From an optimization exercise on the open Yosys and OpenROAD flow, aimed at small area and a short achievable clock period; shortcuts taken in it are not production practice. For this run, only the layout was checked, not whether the RTL still works. Power figures rest on the tool's default switching activity, not on a simulated workload.

### flow/design.v
module top(clk,reset,a1,a2,a3,b1,b2,b3,c1,c2,c3,c4,c5,c6,c7,c8,c9);
 input wire clk,reset;
 input wire [7:0] a1,a2,a3,b1,b2,b3;
 output wire [16:0] c1,c2,c3,c4,c5,c6,c7,c8,c9;
 reg [7:0] a01n,a02n,a11n,a12n,a21n,a22n,b10n,b11n,b12n,b20n,b21n,b22n;
 reg [16:0] acc1,acc2,acc3,acc4,acc5,acc6,acc7,acc8,acc9;
 wire [16:0] s1n,s2n,s3n,s4n,s5n,s6n,s7n,s8n,s9n;
 mac m1 (.an(~a1),  .bn(~b1),  .acc(acc1), .sn(s1n));
 mac m2 (.an(a01n), .bn(~b2),  .acc(acc2), .sn(s2n));
 mac m3 (.an(a02n), .bn(~b3),  .acc(acc3), .sn(s3n));
 mac m4 (.an(~a2),  .bn(b10n), .acc(acc4), .sn(s4n));
 mac m5 (.an(a11n), .bn(b11n), .acc(acc5), .sn(s5n));
 mac m6 (.an(a12n), .bn(b12n), .acc(acc6), .sn(s6n));
 mac m7 (.an(~a3),  .bn(b20n), .acc(acc7), .sn(s7n));
 mac m8 (.an(a21n), .bn(b21n), .acc(acc8), .sn(s8n));
 mac m9 (.an(a22n), .bn(b22n), .acc(acc9), .sn(s9n));
 always @(posedge clk) begin
    if (reset) begin
      a01n <= 8'hff; a02n <= 8'hff; a11n <= 8'hff; a12n <= 8'hff; a21n <= 8'hff; a22n <= 8'hff;
      b10n <= 8'hff; b11n <= 8'hff; b12n <= 8'hff; b20n <= 8'hff; b21n <= 8'hff; b22n <= 8'hff;
      acc1 <= 0; acc2 <= 0; acc3 <= 0; acc4 <= 0; acc5 <= 0;
      acc6 <= 0; acc7 <= 0; acc8 <= 0; acc9 <= 0;
    end
    else begin
      a01n <= ~a1; a02n <= a01n; a11n <= ~a2; a12n <= a11n; a21n <= ~a3; a22n <= a21n;
      b10n <= ~b1; b20n <= b10n; b11n <= ~b2; b21n <= b11n; b12n <= ~b3; b22n <= b12n;
      acc1 <= ~s1n; acc2 <= ~s2n; acc3 <= ~s3n; acc4 <= ~s4n; acc5 <= ~s5n;
      acc6 <= ~s6n; acc7 <= ~s7n; acc8 <= ~s8n; acc9 <= ~s9n;
    end
 end
 assign c1 = acc1; assign c2 = acc2; assign c3 = acc3;
 assign c4 = acc4; assign c5 = acc5; assign c6 = acc6;
 assign c7 = acc7; assign c8 = acc8; assign c9 = acc9;
endmodule
module mac(input wire [7:0] an, input wire [7:0] bn, input wire [16:0] acc, output wire [16:0] sn);
  wire pp0_0 = ~(an[0] | bn[0]);
  wire pp0_1 = ~(an[0] | bn[1]);
  wire pp0_2 = ~(an[0] | bn[2]);
  wire pp0_3 = ~(an[0] | bn[3]);
  wire pp0_4 = ~(an[0] | bn[4]);
  wire pp0_5 = ~(an[0] | bn[5]);
  wire pp0_6 = ~(an[0] | bn[6]);
  wire pp0_7 = ~(an[0] | bn[7]);
  wire pp1_0 = ~(an[1] | bn[0]);
  wire pp1_1 = ~(an[1] | bn[1]);
  wire pp1_2 = ~(an[1] | bn[2]);
  wire pp1_3 = ~(an[1] | bn[3]);
  wire pp1_4 = ~(an[1] | bn[4]);
  wire pp1_5 = ~(an[1] | bn[5]);
  wire pp1_6 = ~(an[1] | bn[6]);
  wire pp1_7 = ~(an[1] | bn[7]);
  wire pp2_0 = ~(an[2] | bn[0]);
  wire pp2_1 = ~(an[2] | bn[1]);
  wire pp2_2 = ~(an[2] | bn[2]);
  wire pp2_3 = ~(an[2] | bn[3]);
  wire pp2_4 = ~(an[2] | bn[4]);
  wire pp2_5 = ~(an[2] | bn[5]);
  wire pp2_6 = ~(an[2] | bn[6]);
  wire pp2_7 = ~(an[2] | bn[7]);
  wire pp3_0 = ~(an[3] | bn[0]);
  wire pp3_1 = ~(an[3] | bn[1]);
  wire pp3_2 = ~(an[3] | bn[2]);
  wire pp3_3 = ~(an[3] | bn[3]);
  wire pp3_4 = ~(an[3] | bn[4]);
  wire pp3_5 = ~(an[3] | bn[5]);
  wire pp3_6 = ~(an[3] | bn[6]);
  wire pp3_7 = ~(an[3] | bn[7]);
  wire pp4_0 = ~(an[4] | bn[0]);
  wire pp4_1 = ~(an[4] | bn[1]);
  wire pp4_2 = ~(an[4] | bn[2]);
  wire pp4_3 = ~(an[4] | bn[3]);
  wire pp4_4 = ~(an[4] | bn[4]);
  wire pp4_5 = ~(an[4] | bn[5]);
  wire pp4_6 = ~(an[4] | bn[6]);
  wire pp4_7 = ~(an[4] | bn[7]);
  wire pp5_0 = ~(an[5] | bn[0]);
  wire pp5_1 = ~(an[5] | bn[1]);
  wire pp5_2 = ~(an[5] | bn[2]);
  wire pp5_3 = ~(an[5] | bn[3]);
  wire pp5_4 = ~(an[5] | bn[4]);
  wire pp5_5 = ~(an[5] | bn[5]);
  wire pp5_6 = ~(an[5] | bn[6]);
  wire pp5_7 = ~(an[5] | bn[7]);
  wire pp6_0 = ~(an[6] | bn[0]);
  wire pp6_1 = ~(an[6] | bn[1]);
  wire pp6_2 = ~(an[6] | bn[2]);
  wire pp6_3 = ~(an[6] | bn[3]);
  wire pp6_4 = ~(an[6] | bn[4]);
  wire pp6_5 = ~(an[6] | bn[5]);
  wire pp6_6 = ~(an[6] | bn[6]);
  wire pp6_7 = ~(an[6] | bn[7]);
  wire pp7_0 = ~(an[7] | bn[0]);
  wire pp7_1 = ~(an[7] | bn[1]);
  wire pp7_2 = ~(an[7] | bn[2]);
  wire pp7_3 = ~(an[7] | bn[3]);
  wire pp7_4 = ~(an[7] | bn[4]);
  wire pp7_5 = ~(an[7] | bn[5]);
  wire pp7_6 = ~(an[7] | bn[6]);
  wire pp7_7 = ~(an[7] | bn[7]);
  wire s1, c2;
  ha us1 (acc[5], pp0_5, s1, c2);
  wire s3, c4;
  fa us3 (acc[6], pp0_6, pp1_5, s3, c4);
  wire s5, c6;
  ha us5 (pp2_4, pp3_3, s5, c6);
  wire s7, c8;
  fa us7 (acc[7], pp0_7, pp1_6, s7, c8);
  wire s9, c10;
  fa us9 (pp2_5, pp3_4, pp4_3, s9, c10);
  wire s11, c12;
  ha us11 (pp5_2, pp6_1, s11, c12);
  wire s13, c14;
  fa us13 (acc[8], pp1_7, pp2_6, s13, c14);
  wire s15, c16;
  fa us15 (pp3_5, pp4_4, pp5_3, s15, c16);
  wire s17, c18;
  ha us17 (pp6_2, pp7_1, s17, c18);
  wire s19, c20;
  fa us19 (acc[9], pp2_7, pp3_6, s19, c20);
  wire s21, c22;
  fa us21 (pp4_5, pp5_4, pp6_3, s21, c22);
  wire s23, c24;
  fa us23 (acc[10], pp3_7, pp4_6, s23, c24);
  wire s25, c26;
  ha us25 (acc[3], pp0_3, s25, c26);
  wire s27, c28;
  fa us27 (acc[4], pp0_4, pp1_3, s27, c28);
  wire s29, c30;
  ha us29 (pp2_2, pp3_1, s29, c30);
  wire s31, c32;
  fa us31 (pp1_4, pp2_3, pp3_2, s31, c32);
  wire s33, c34;
  fa us33 (pp4_1, pp5_0, s1, s33, c34);
  wire s35, c36;
  fa us35 (pp4_2, pp5_1, pp6_0, s35, c36);
  wire s37, c38;
  fa us37 (s3, s5, c2, s37, c38);
  wire s39, c40;
  fa us39 (pp7_0, s7, s9, s39, c40);
  wire s41, c42;
  fa us41 (s11, c4, c6, s41, c42);
  wire s43, c44;
  fa us43 (s13, s15, s17, s43, c44);
  wire s45, c46;
  fa us45 (c8, c10, c12, s45, c46);
  wire s47, c48;
  fa us47 (pp7_2, s19, s21, s47, c48);
  wire s49, c50;
  fa us49 (c14, c16, c18, s49, c50);
  wire s51, c52;
  fa us51 (pp5_5, pp6_4, pp7_3, s51, c52);
  wire s53, c54;
  fa us53 (s23, c20, c22, s53, c54);
  wire s55, c56;
  fa us55 (acc[11], pp4_7, pp5_6, s55, c56);
  wire s57, c58;
  fa us57 (pp6_5, pp7_4, c24, s57, c58);
  wire s59, c60;
  fa us59 (acc[12], pp5_7, pp6_6, s59, c60);
  wire s61, c62;
  ha us61 (acc[2], pp0_2, s61, c62);
  wire s63, c64;
  fa us63 (pp1_2, pp2_1, pp3_0, s63, c64);
  wire s65, c66;
  fa us65 (pp4_0, s27, s29, s65, c66);
  wire s67, c68;
  fa us67 (s31, s33, c28, s67, c68);
  wire s69, c70;
  fa us69 (s35, s37, c32, s69, c70);
  wire s71, c72;
  fa us71 (s39, s41, c36, s71, c72);
  wire s73, c74;
  fa us73 (s43, s45, c40, s73, c74);
  wire s75, c76;
  fa us75 (s47, s49, c44, s75, c76);
  wire s77, c78;
  fa us77 (s51, s53, c48, s77, c78);
  wire s79, c80;
  fa us79 (s55, s57, c52, s79, c80);
  wire s81, c82;
  fa us81 (pp7_5, s59, c56, s81, c82);
  wire s83, c84;
  fa us83 (acc[13], pp6_7, pp7_6, s83, c84);
  wire s85, c86;
  ha us85 (acc[1], pp0_1, s85, c86);
  wire s87, c88;
  fa us87 (pp1_1, pp2_0, s61, s87, c88);
  wire s89, c90;
  fa us89 (s25, s63, c62, s89, c90);
  wire s91, c92;
  fa us91 (c26, s65, c64, s91, c92);
  wire s93, c94;
  fa us93 (c30, s67, c66, s93, c94);
  wire s95, c96;
  fa us95 (c34, s69, c68, s95, c96);
  wire s97, c98;
  fa us97 (c38, s71, c70, s97, c98);
  wire s99, c100;
  fa us99 (c42, s73, c72, s99, c100);
  wire s101, c102;
  fa us101 (c46, s75, c74, s101, c102);
  wire s103, c104;
  fa us103 (c50, s77, c76, s103, c104);
  wire s105, c106;
  fa us105 (c54, s79, c78, s105, c106);
  wire s107, c108;
  fa us107 (c58, s81, c80, s107, c108);
  wire s109, c110;
  fa us109 (c60, s83, c82, s109, c110);
  wire s111, c112;
  fa us111 (acc[14], pp7_7, c84, s111, c112);
  wire [16:0] x = {acc[16], acc[15], s111, s109, s107, s105, s103, s101, s99, s97, s95, s93, s91, s89, s87, pp1_0, acc[0]};
  wire [16:0] y = {1'b0, c112, c110, c108, c106, c104, c102, c100, c98, c96, c94, c92, c90, c88, c86, s85, pp0_0};
  assign sn = ~(x + y);
endmodule
module fa(input wire x, input wire y, input wire z, output wire s, output wire c);
  assign s = x ^ y ^ z;
  assign c = (x & y) | (z & (x ^ y));
endmodule
module ha(input wire x, input wire y, output wire s, output wire c);
  assign s = x ^ y;
  assign c = x & y;
endmodule
### flow/constraint.sdc
create_clock -name core_clock -period 6.0 [get_ports {clk}]
set_input_delay 1.2000 -clock core_clock [delete_from_list [all_inputs] [get_ports {clk}]]
set_output_delay 1.2000 -clock core_clock [all_outputs]
set_load 0.01 [all_outputs]
### flow/config.mk
export PLATFORM = sky130hd
export DESIGN_NAME = top
export DESIGN_NICKNAME = top
export VERILOG_FILES = /design/flow/design.v
export SDC_FILE = /design/flow/constraint.sdc
export NUM_CORES = 4
export LEC_CHECK = 0
export CAP_MARGIN = 20
export CORE_MARGIN = 2
export CORE_UTILIZATION = 40
export SLEW_MARGIN = 20
export SYNTH_HIERARCHICAL = 1
### flow/standard.sh
#!/bin/bash
# synth_recipe.tcl (not shown) runs the flow's synth.tcl, then flattens the netlist and writes it again
# the make line also repeats each setting of config.mk as NAME=value (left out here)
make -C /OpenROAD-flow-scripts/flow DESIGN_CONFIG=/design/flow/config.mk WORK_HOME=/design/flow/orfs CLKGATE_MAP_FILE= SYNTH_SCRIPT=/design/flow/synth_recipe.tcl "${@:-finish}"
### flow/flow/run.sh
#!/bin/bash
# Standard ORFS layout with small port buffers and no CTS dummy loads.
set -euo pipefail
export BUFFER_PORTS_ARGS="-buffer_cell sky130_fd_sc_hd__buf_2"
export CTS_ARGS="-sink_clustering_enable -repair_clock_nets -dont_use_dummy_load -buf_list sky130_fd_sc_hd__clkbuf_8"
bash standard.sh > standard_flow.log 2>&1
==> notes.md <==
Crit path largest cell delay = 0.59 ns
I/O Buffers = 202
Row count = 92
Post-CTS sizing = 0
Largest net degree at the start of global routing = 102
Crit-path max FO = 8
CTS Buffer Depth = 3
Drt first pass iters = 5
Mean area per synthesized cell = 9.52 um^2
Starting Density = 40.6%
Post-CTS setup buffers = 0
Critical R2R Launch = b10n[7]$_SDFF_PP1_
I/O pins = 203
Post-synth EDFFs = 0
Final Hold Violating Endpoints = 0
Most frequent cells in the layout = nor2_1, fa_1, dfxtp_1
CP dominant cell by count = fa_1
Vias in the first global route = 20533
Post-DR vias/cell = 5.21
Critical Path Sink = acc3[15]$_SDFF_PP0_
Most crowded layer after global routing = met2
RR Endpoint = acc4[14]$_SDFF_PP0_
Worst Path Required = 6.49 ns
Number of DRC markers in iteration 0 = 1117
Worst vdd ir = 0.000506 V
Final ANT Viol Nets = 0
Yosys warnings = 7
Drt total wl = 67.0 mm
Status = complete, no violations
FF-to-FF setup slack = 1.34 ns
Post-synthesis register bit count = 249
MaxCap Viol Count = 0
DIE AREA = 0.0662 mm^2
Layout cells sized above 1 = 14.2%
Met2 Usage GRT = 35.5%
Hold_ws = 0.523 ns
Routing usage on met3 = 4.50%
Finished Cell Area = 0.0277 mm^2
Placer congestion estimate = 0.930
Power Density = 349 mW/mm^2
# setup viols final = 0
Synth top area cells = fa_1, dfxtp_1, nor2_1, ha_1, xor2_1
Crit path DAT = 5.46 ns
Vias = 18856
Synth unique cells = 40
Area Overhead vs Synth = 8.03%
GRT overflow = 0
Grt met1 use = 25.8%
Ys flop type = dfxtp_1
Die height = 257 um
Post-synthesis cell area = 0.0257 mm^2
Final count of pins violating max slew = 0
Slew margin rel. = 38.8%
Core area = 0.0633 mm^2
Fin nets = 3482
Cell Chain, Critical Path = buf_2 > inv_1 > nor2_1 > fa_1 > fa_1 > fa_1 > fa_1 > ha_1 > a21oi_1 > nand2_1 > a21oi_1 > o21bai_1 > a221oi_2 > xor2_1 > nor2_1
Layout Cells excl Fill = 3620
Root Driver = clkbuf_8
Inst Count DP = 3568
Total GRT Usage = 20.6%
Detailed-route wire length per cell = 18.5 um
Worst setup path category = input pin to flip-flop
HP Class = flip-flop to flip-flop
CTS tree = built
Critical Path Sink Type = flip-flop
Post-placement cell area = 0.0270 mm^2
RSZ-0062 raised after global routing = no
Slew @ Worst Pin = 0.919 ns
HPWL after detailed placement = 54.3 mm
Critical Path Start = b3[7]
Syn nets = 3404
P_leak = 13.9 nW
Register area share after synthesis = 19.4%
CTS Buf Count = 51
Proportion of netlist area held by the largest area contributor = 34.4%
Cell taking the most area after synthesis = fa_1
DIE WIDTH = 257 um
Fmax achieved = 201 MHz
Final period utilization = 82.8%
Syn Inst Count = 2697
Clock slew at reported path FFs = 0.05 ns
Worst Clk Skew = 0.0465 ns
R2r worst-path depth = 13
Cts hold-fix bufs = 0
Initial antenna violation count = 4
Commonest non-fill, non-tap cell in the layout = nor2_1
Clock Latency Late Sink = 0.63 ns
Sum Neg Setup Slack = 0 ns
Async set-or-reset flop fraction in the synthesized netlist = 0%
Tmin final = 4.97 ns
H-tree depth = 2
Worst setup SP type = input pin
Num Clock Sinks = 249
First-pass GRT wire length = 109 mm
Slowest-stage cell, CP = fa_1
DRC viols = 0
==> per-layer routing <==
metal / wire (um) / vias to the layer above
met1: 27800 / 9432
met5: 37 / -
met2: 32900 / 541
met3: 4480 / 117
met4: 1780 / 6
li1: - / 8760
==> final cells by class <==
cell class	count	area [um^2]
antenna	1	2.50
clock buffer	51	702
fill	6187	35600
inverter	111	417
multi-input combinational	2157	19500
sequential	249	4980
tap	846	1060
timing repair buffer	205	1040
==> kinds of logic (layout without fill, tap and decap cells) <==
| group | count (synthesis) | count (layout) | share of synthesized area, % |
|---|---|---|---|
| buf+inv | 291 | 367 | 4.52 |
| xor+xnor | 117 | 117 | 3.99 |
| other cells | 0 | 1 | 0 |
| compound gates | 270 | 270 | 8.20 |
| flops | 249 | 249 | 19.4 |
| simple gates | 1113 | 1113 | 19.0 |
| fa+ha+maj | 657 | 657 | 44.9 |
==> metrics by stage <==
| step | power [mW] | setup WS [ns] | utilization, % |
|---|---|---|---|
| final | 9.69 | 1.03 | 43.8 |
| after global routing | 10.6 | 0.831 | 43.8 |
| after CTS | 9.78 | 1.10 | 43.8 |
| after detailed placement | 8.22 | 0.404 | 42.7 |
| after global placement | 8.11 | 0.507 | 42.7 |
| after floorplan | 6.76 | 0.921 | - |
==> modules after synthesis (local to each module, per instance) <==
module / times used / cells / flip-flops and latches
ha: 72 / 1 / 0
top: 1 / 573 / 249
fa: 432 / 1 / 0
mac: 9 / 180 / 0
==> synthesized netlist by cell type (12+ instances only) <==
| cell | count |
|---|---|
| nand2b_1 | 66 |
| nand2_1 | 81 |
| nor3_1 | 45 |
| xor2_1 | 72 |
| a21o_1 | 45 |
| a21oi_2 | 18 |
| o21ai_0 | 18 |
| clkbuf_1 | 149 |
| inv_1 | 111 |
| xnor2_1 | 45 |
| buf_4 | 12 |
| a21oi_1 | 63 |
| o21bai_1 | 27 |
| dfxtp_1 | 249 |
| nor2_1 | 756 |
| or2_2 | 66 |
| ha_1 | 216 |
| a221oi_2 | 18 |
| or3_1 | 18 |
| fa_1 | 441 |
| buf_2 | 16 |
==> critical path, delay by kind of cell <==
| kind | cells | cell delay [ns] |
|---|---|---|
| AOI/OAI and AO/OA | 4 | 0.93 |
| xor gates and xnor gates | 1 | 0.18 |
| adders and majority gates | 5 | 2.41 |
| buffers and inverters | 2 | 0.43 |
| and+or+nand+nor | 3 | 0.30 |
==> how the worst min path moves through the flow <==
| stage | startpoint | end | cells after the start | slack (ns) |
|---|---|---|---|---|
| floorplan | a01n[0]$_SDFF_PP1_ | a02n[0]$_SDFF_PP1_ | 1 | 0.41 |
| global placement | acc2[16]$_SDFF_PP0_ | acc2[16]$_SDFF_PP0_ | 2 | 0.51 |
| detailed placement | acc5[16]$_SDFF_PP0_ | acc5[16]$_SDFF_PP0_ | 2 | 0.51 |
| CTS | acc3[16]$_SDFF_PP0_ | acc3[16]$_SDFF_PP0_ | 2 | 0.53 |
| global route | acc3[16]$_SDFF_PP0_ | acc3[16]$_SDFF_PP0_ | 2 | 0.55 |
| finish | acc3[16]$_SDFF_PP0_ | acc3[16]$_SDFF_PP0_ | 2 | 0.52 |
==> flip-flops by register name, summed over array words and instances (netlist names), 17 cells and up <==
name / count
acc1: 17
acc2: 17
acc3: 17
acc4: 17
acc5: 17
acc6: 17
acc7: 17
acc8: 17
acc9: 17
==> power by group <==
group / internal [mW] / switching (mW)
sequential: 1.97 / 0.368
clock: 0.740 / 0.724
combinational: 2.54 / 3.35

[afterwards: timing with drivers on the ports]
The flow's constraints put no driver on any port. The routed layout listed below was extracted and timed again, unchanged, in two steps.
Step 1 (the two cells are an assumption about what drives the block):
set clk [get_ports {clk}]
set_driving_cell -lib_cell sky130_fd_sc_hd__clkbuf_16 $clk
set_driving_cell -lib_cell sky130_fd_sc_hd__buf_2 [delete_from_list [all_inputs] $clk]
Step 2 moves the port delays by t, midway between the first and last clock arrival at a register: inputs arrive t later, outputs are due t later. That takes back most of the time a late clock gives input paths.
a / b / c = ideal ports / drivers / drivers and shift; a / b = the first two.
t (ns): 0.665
setup WS [ns]: 1.034 / 1.070 / 0.405
pins driven straight from the clock port: 1
After both steps setup and hold are still met in this run. For this run, drivers alone change the setup slack by +0.036 ns; drivers and shift together by -0.629 ns.
